Context: an optimization exercise on an open-source flow, tuned for small area. The choices shown serve that exercise and are no tape-out recipe. Only simulation tests tie the RTL to the original design; equivalence was not proved.

Design cordic, start of the top module:
module cordic (
  input                clk,
  input                reset,
  input                operands_val,
  input  signed [15:0] x_start,
  input  signed [15:0] y_start,
  input  signed [15:0] angle,
  output signed [15:0] sine,
  output signed [15:0] cosine,
  output               out_valid
);
==> flow/config.mk <==
export PLATFORM = sky130hd
export DESIGN_NAME = cordic
export DESIGN_NICKNAME = cordic
export VERILOG_FILES = /design/flow/design.v
export SDC_FILE = /design/flow/constraint.sdc
export NUM_CORES = 4
export LEC_CHECK = 0
export CAP_MARGIN = 0
export CORE_MARGIN = 2
export CORE_UTILIZATION = 60
export SLEW_MARGIN = 0
export SYNTH_HIERARCHICAL = 1
export SYNTH_MINIMUM_KEEP_SIZE = 0
==> flow/constraint.sdc <==
create_clock -name core_clock -period 5.0 [get_ports {clk}]
set_input_delay 1.0000 -clock core_clock [delete_from_list [all_inputs] [get_ports {clk}]]
set_output_delay 1.0000 -clock core_clock [all_outputs]
set_load 0.01 [all_outputs]
run.sh (not shown) runs the stock make flow with config.mk's settings and CLKGATE_MAP_FILE= SYNTH_SCRIPT=/design/flow/synth_recipe.tcl, a recipe that flattens the netlist after the stock synthesis.
The baseline completed with no timing, DRC or antenna violations.
Edit:
Settings changed: CTS_BUF_LIST from default to sky130_fd_sc_hd__clkbuf_4 sky130_fd_sc_hd__clkbuf_8, CTS_CLUSTER_SIZE from default to 30.
What happened:
- The new run finished clean
- clock skew rises by 0.013 ns
- routed wire length is about the same
- core utilization came out lower by 0.46 points


cordic, a different RTL version from the one above (not shown whole).
Size in the first run: about 3,000 cells after synthesis, ~84 I/O pins, roughly 0.030 mm^2 of cells after synthesis.
==> flow/config.mk <==
export PLATFORM = sky130hd
export DESIGN_NAME = cordic
export DESIGN_NICKNAME = cordic
export VERILOG_FILES = /design/flow/design.v
export SDC_FILE = /design/flow/constraint.sdc
export NUM_CORES = 4
export LEC_CHECK = 0
export CAP_MARGIN = 0
export CORE_MARGIN = 2
export CORE_UTILIZATION = 60
export SLEW_MARGIN = 0
export SYNTH_HIERARCHICAL = 1
export SYNTH_MINIMUM_KEEP_SIZE = 0
==> flow/constraint.sdc <==
create_clock -name core_clock -period 5.0 [get_ports {clk}]
set_input_delay 1.0000 -clock core_clock [delete_from_list [all_inputs] [get_ports {clk}]]
set_output_delay 1.0000 -clock core_clock [all_outputs]
set_load 0.01 [all_outputs]
standard.sh (not shown) runs the stock make flow with config.mk's settings and CLKGATE_MAP_FILE= SYNTH_SCRIPT=/design/flow/synth_recipe.tcl, a recipe that flattens the netlist after the stock synthesis.
==> flow/flow/run.sh <==
#!/bin/bash
# Own layout flow: the standard ORFS flow (standard.sh, including its
# standard synthesis), with two changes to how the layout is built:
#  - the input/output port buffers are sky130_fd_sc_hd__buf_1 cells;
#  - clock tree synthesis inserts no dummy loads.
# ORFS writes each step's full log under orfs/logs/; make's own output goes
# to make.log in this folder.
set -euo pipefail
export BUFFER_PORTS_ARGS="-buffer_cell sky130_fd_sc_hd__buf_1"
export CTS_ARGS="-sink_clustering_enable -repair_clock_nets -dont_use_dummy_load -sink_clustering_size 30 -sink_clustering_max_diameter 100"
bash standard.sh finish > make.log 2>&1
Next try:
==> flow/run.sh (new file) <==
#!/bin/bash
# synth_recipe.tcl (not shown) runs the flow's synth.tcl, then flattens the netlist and writes it again
# the make line also repeats each setting of config.mk as NAME=value (left out here)
make -C /OpenROAD-flow-scripts/flow DESIGN_CONFIG=/design/flow/config.mk WORK_HOME=/design/flow/orfs CLKGATE_MAP_FILE= SYNTH_SCRIPT=/design/flow/synth_recipe.tcl finish
removed: flow/flow/run.sh
removed: flow/standard.sh
Area after synthesis stays the same.
Core utilization climbs by 4.1 points.
Wire length increases by 2.6%.
Next try:
==> flow/flow/run.sh (new file) <==
#!/bin/bash
# Own layout flow: the standard ORFS flow (standard.sh, including its
# standard synthesis), with two changes to how the layout is built:
#  - the input/output port buffers are sky130_fd_sc_hd__buf_1 cells;
#  - clock tree synthesis inserts no dummy loads.
# ORFS writes each step's full log under orfs/logs/; make's own output goes
# to make.log in this folder.
set -euo pipefail
export BUFFER_PORTS_ARGS="-buffer_cell sky130_fd_sc_hd__buf_1"
export CTS_ARGS="-sink_clustering_enable -repair_clock_nets -dont_use_dummy_load"
bash standard.sh finish > make.log 2>&1
==> flow/standard.sh (new file) <==
#!/bin/bash
# synth_recipe.tcl (not shown) runs the flow's synth.tcl, then flattens the netlist and writes it again
# the make line also repeats each setting of config.mk as NAME=value (left out here)
make -C /OpenROAD-flow-scripts/flow DESIGN_CONFIG=/design/flow/config.mk WORK_HOME=/design/flow/orfs CLKGATE_MAP_FILE= SYNTH_SCRIPT=/design/flow/synth_recipe.tcl "${@:-finish}"
removed: flow/run.sh
What happened:
- The changed run finished with timing, DRC and antenna clean
- area after synthesis does not change
- non-clock buffer count went down by 10
- die area stays the same
- via count decreases by 0.44%
- synthesized cell count does not change
- final area came out lower by about 3.5%
- wire length hardly moves
- critical path depth does not change


Another version of the RTL of cordic (not shown whole).
Size in the first run: ~84 I/O pins, roughly 30000 um^2 of cells after synthesis.
Settings: LEC_CHECK=0, CAP_MARGIN=0, CORE_MARGIN=2, CORE_UTILIZATION=60, SLEW_MARGIN=0, SYNTH_HIERARCHICAL=1, SYNTH_MINIMUM_KEEP_SIZE=0; clock period 5.0 ns.
==> flow/flow/run.sh <==
#!/bin/bash
# Own layout flow: the standard ORFS flow (standard.sh, including its
# standard synthesis), with two changes to how the layout is built:
#  - the input/output port buffers are sky130_fd_sc_hd__buf_1 cells;
#  - clock tree synthesis uses clkbuf_4/clkbuf_8 and inserts no dummy loads.
# ORFS writes each step's full log under orfs/logs/; make's own output goes
# to make.log in this folder.
set -euo pipefail
export BUFFER_PORTS_ARGS="-buffer_cell sky130_fd_sc_hd__buf_1"
export CTS_ARGS="-sink_clustering_enable -repair_clock_nets -dont_use_dummy_load -sink_clustering_size 30 -buf_list {sky130_fd_sc_hd__clkbuf_4 sky130_fd_sc_hd__clkbuf_8}"
bash standard.sh finish > make.log 2>&1
The baseline ran to the end with violations: setup timing.
Next try:
==> flow/run.sh (new file) <==
#!/bin/bash
# synth_recipe.tcl (not shown) runs the flow's synth.tcl, then flattens the netlist and writes it again
# the make line also repeats each setting of config.mk as NAME=value (left out here)
make -C /OpenROAD-flow-scripts/flow DESIGN_CONFIG=/design/flow/config.mk WORK_HOME=/design/flow/orfs CLKGATE_MAP_FILE= SYNTH_SCRIPT=/design/flow/synth_recipe.tcl finish
CTS_BUF_LIST = sky130_fd_sc_hd__clkbuf_4 sky130_fd_sc_hd__clkbuf_8   (was default)
CTS_CLUSTER_SIZE = 30   (was default)
removed: flow/flow/run.sh
removed: flow/standard.sh
What happened:
- The changed run produced a layout that fails on setup timing
- worst setup slack gets worse by 0.22 ns
- fmax decreases by about 4%
- synthesized area stays the same
- via count rose by about 2.3%
- worst hold slack is about the same
- synthesized cell count does not change


Setup of JK:
cordic, a different RTL version from the one above (not shown whole).
Size: roughly 2,800 cells after synthesis, roughly 84 I/O pins.
export LEC_CHECK = 0
export CAP_MARGIN = 0
export CORE_MARGIN = 2
export CORE_UTILIZATION = 70
export SETUP_SLACK_MARGIN = 0.1
export SLEW_MARGIN = 0
export SYNTH_HIERARCHICAL = 1
export SYNTH_MINIMUM_KEEP_SIZE = 0
create_clock -name core_clock -period 5.0 [get_ports {clk}]
==> flow/flow/run.sh <==
#!/bin/bash
# Own layout flow: the standard ORFS flow (standard.sh, including its
# standard synthesis), with two changes to how the layout is built:
#  - the input/output port buffers are sky130_fd_sc_hd__buf_1 cells;
#  - clock tree synthesis inserts no dummy loads and clusters up to 27 sinks.
# ORFS writes each step's full log under orfs/logs/; make's own output goes
# to make.log in this folder.
set -euo pipefail
export BUFFER_PORTS_ARGS="-buffer_cell sky130_fd_sc_hd__buf_1"
export CTS_ARGS="-sink_clustering_enable -repair_clock_nets -dont_use_dummy_load -sink_clustering_size 27 -sink_clustering_max_diameter 100"
bash standard.sh finish > make.log 2>&1
From the logs: JK reached the end of the flow and failed the layout checks with negative setup slack.
For MS, these inputs were changed with respect to JK:
- swapping 70 for 60 in CORE_UTILIZATION
==> flow/flow/run.sh <==
#!/bin/bash
# Own layout flow: the standard ORFS flow (standard.sh, including its
# standard synthesis), with two changes to how the layout is built:
#  - the input/output port buffers are sky130_fd_sc_hd__buf_1 cells;
#  - clock tree synthesis inserts no dummy loads and clusters up to 24 sinks.
# ORFS writes each step's full log under orfs/logs/; make's own output goes
# to make.log in this folder.
set -euo pipefail
export BUFFER_PORTS_ARGS="-buffer_cell sky130_fd_sc_hd__buf_1"
export CTS_ARGS="-sink_clustering_enable -repair_clock_nets -dont_use_dummy_load -sink_clustering_size 24 -sink_clustering_max_diameter 100"
bash standard.sh finish > make.log 2>&1
## What came out
Every run in MS and JK closed cleanly, with the single exception of JK.
What the final checks of JK revealed, after a flow that finished every stage, was a layout that fails on negative setup slack.
Re fmax: JK was lower than MS.
Compared with JK, MS shows a biggest fanout along the worst timing path that is 1 higher.
Wire: MS routes less than JK
Of MS and JK, the run reporting the lower non-clock buffer count was MS.
Multi-input gate share of the layout cell area across MS and JK: no real change.


Another version of the RTL of cordic (not shown whole).
Size: about 2800 cells after synthesis, roughly 84 I/O pins, roughly 27000 um2 of cells after synthesis.
==> flow/config.mk <==
export PLATFORM = sky130hd
export DESIGN_NAME = cordic
export DESIGN_NICKNAME = cordic
export VERILOG_FILES = /design/flow/design.v
export SDC_FILE = /design/flow/constraint.sdc
export NUM_CORES = 4
export LEC_CHECK = 0
export CAP_MARGIN = 0
export CORE_MARGIN = 2
export CORE_UTILIZATION = 60
export SLEW_MARGIN = 0
export SYNTH_HIERARCHICAL = 1
export SYNTH_MINIMUM_KEEP_SIZE = 0
==> flow/constraint.sdc <==
create_clock -name core_clock -period 5.0 [get_ports {clk}]
set_input_delay 1.0000 -clock core_clock [delete_from_list [all_inputs] [get_ports {clk}]]
set_output_delay 1.0000 -clock core_clock [all_outputs]
set_load 0.01 [all_outputs]
==> flow/flow/run.sh <==
#!/bin/bash
# Own layout flow: the standard ORFS flow (standard.sh, including its
# standard synthesis), with two changes to how the layout is built:
#  - the input/output port buffers are sky130_fd_sc_hd__buf_1 cells;
#  - clock tree synthesis inserts no dummy loads and clusters up to 24 sinks.
# ORFS writes each step's full log under orfs/logs/; make's own output goes
# to make.log in this folder.
set -euo pipefail
export BUFFER_PORTS_ARGS="-buffer_cell sky130_fd_sc_hd__buf_1"
export CTS_ARGS="-sink_clustering_enable -repair_clock_nets -dont_use_dummy_load -sink_clustering_size 24 -sink_clustering_max_diameter 100"
bash standard.sh finish > make.log 2>&1
Change:
- SETUP_SLACK_MARGIN: default -> 0.1
Die area does not change. Global-route usage stays flat. Cell area stays flat.
Change:
==> flow/flow/run.sh (replaced) <==
#!/bin/bash
# Own layout flow: the standard ORFS flow (standard.sh, including its
# standard synthesis), with two changes to how the layout is built:
#  - the input/output port buffers are sky130_fd_sc_hd__buf_1 cells;
#  - clock tree synthesis inserts no dummy loads and clusters up to 27 sinks.
# ORFS writes each step's full log under orfs/logs/; make's own output goes
# to make.log in this folder.
set -euo pipefail
export BUFFER_PORTS_ARGS="-buffer_cell sky130_fd_sc_hd__buf_1"
export CTS_ARGS="-sink_clustering_enable -repair_clock_nets -dont_use_dummy_load -sink_clustering_size 27 -sink_clustering_max_diameter 100"
bash standard.sh finish > make.log 2>&1
- CORE_UTILIZATION: 60 -> 70
- SETUP_SLACK_MARGIN: 0.1 -> default
=>
- routed wire length rose by 0.66%
- fmax fell by 2.3%
- worst hold slack hardly moves
- via count rose by 1.2%
- clock skew fell by 0.0032 ns
- non-clock buffer count rose by 1
- final cell count fell by 2.3%


cordic, a different RTL version from the one above (not shown whole).
Size in the first run: roughly 2,900 cells after synthesis, roughly 84 I/O pins, roughly 0.027 mm2 of cells after synthesis.
clock: 5.0 ns
lec_check: 0
cap_margin: 0
core_margin: 2
core_utilization: 60
gpl_timing_driven: 0
slew_margin: 0
synth_hierarchical: 1
synth_minimum_keep_size: 0
==> flow/flow/run.sh <==
#!/bin/bash
# Own layout flow: the standard ORFS flow (standard.sh, including its
# standard synthesis), with two changes to how the layout is built:
#  - the input/output port buffers are sky130_fd_sc_hd__buf_1 cells;
#  - clock tree synthesis inserts no dummy loads and clusters up to 24 sinks.
# ORFS writes each step's full log under orfs/logs/; make's own output goes
# to make.log in this folder.
set -euo pipefail
export BUFFER_PORTS_ARGS="-buffer_cell sky130_fd_sc_hd__buf_1"
export CTS_ARGS="-sink_clustering_enable -repair_clock_nets -dont_use_dummy_load -sink_clustering_size 24 -sink_clustering_max_diameter 100"
bash standard.sh finish > make.log 2>&1
The first run produced a clean layout.
Edit:
--- a/flow/config.mk
+++ b/flow/config.mk
@@ -9,5 +9,4 @@
 export CORE_MARGIN = 2
 export CORE_UTILIZATION = 60
-export GPL_TIMING_DRIVEN = 0
 export SLEW_MARGIN = 0
 export SYNTH_HIERARCHICAL = 1
Outcome: The new run finished clean; via count is lower by 2.1%; flip-flop and latch count is unchanged; worst hold slack hardly moves; wire length is lower by 4.4%; final area is lower by 3.1%; register-to-register slack improves by 60 ps; count of clock-buffer cells in the layout does not change.

afterwards: timing with drivers on the ports:
No port has a modelled driver above. Below, the same layouts with a new extraction and two added sets of constraints. Step 1, drivers: a clkbuf_16 drives clk and a buf_2 each remaining input, both assumed. Step 2 times the ports against the registers' clock, not the clock port: input delays grow and output delays shrink by t, the midpoint of the rising clock arrivals with the driver on. a / b / c = ideal / step 1 / step 2; a / b = the first two.
run | t, ns | setup WS [ns] | slew at the worst register clock pin (ns) | worst slew at a driven data input, ns | pins driven straight from the clock port
the first run of note 1 | 0.675 | 0.541 / 0.541 / -0.096 | 0.06 / 0.06 | 0.05 | 1
the second run of note 1 | 0.703 | 0.533 / 0.555 / -0.141 | 0.06 / 0.06 | 0.05 | 1
the first run of note 2 | 0.605 | 0.458 / 0.458 / 0.120 | 0.11 / 0.11 | 0.04 | 1
the second run of note 2 | 0.649 | 0.457 / 0.457 / -0.093 | 0.06 / 0.06 | 0.04 | 1
the third run of note 2 | 0.644 | 0.470 / 0.470 / 0.078 | 0.06 / 0.06 | 0.04 | 1
the first run of note 3 | 0.679 | -0.068 / -0.124 / 0.211 | 0.06 / 0.06 | 0.04 | 1
the second run of note 3 | 0.695 | -0.288 / -0.343 / -0.219 | 0.06 / 0.06 | 0.05 | 1
JK | 0.558 | -0.166 / -0.166 / -0.166 | 0.11 / 0.11 | 0.03 | 1
MS | 0.562 | 0.130 / 0.130 / 0.130 | 0.10 / 0.10 | 0.05 | 1
the first run of note 5 | 0.594 | 0.273 / 0.213 / -0.050 | 0.10 / 0.10 | 0.05 | 1
the second run of note 5 | 0.600 | 0.376 / 0.343 / -0.060 | 0.10 / 0.10 | 0.04 | 1
the third run of note 5 | 0.568 | 0.266 / 0.256 / -0.265 | 0.11 / 0.11 | 0.05 | 1
the first run of note 6 | 0.595 | 0.267 / 0.275 / -0.299 | 0.10 / 0.10 | 0.04 | 1
the second run of note 6 | 0.587 | 0.322 / 0.265 / 0.338 | 0.09 / 0.09 | 0.04 | 1
With both steps, setup timing fails in 7 of these runs, where it was met with ideal ports. The setup slack of the second run of note 1, which loses most, moves by +0.022 ns with the drivers and by -0.674 ns with both steps.
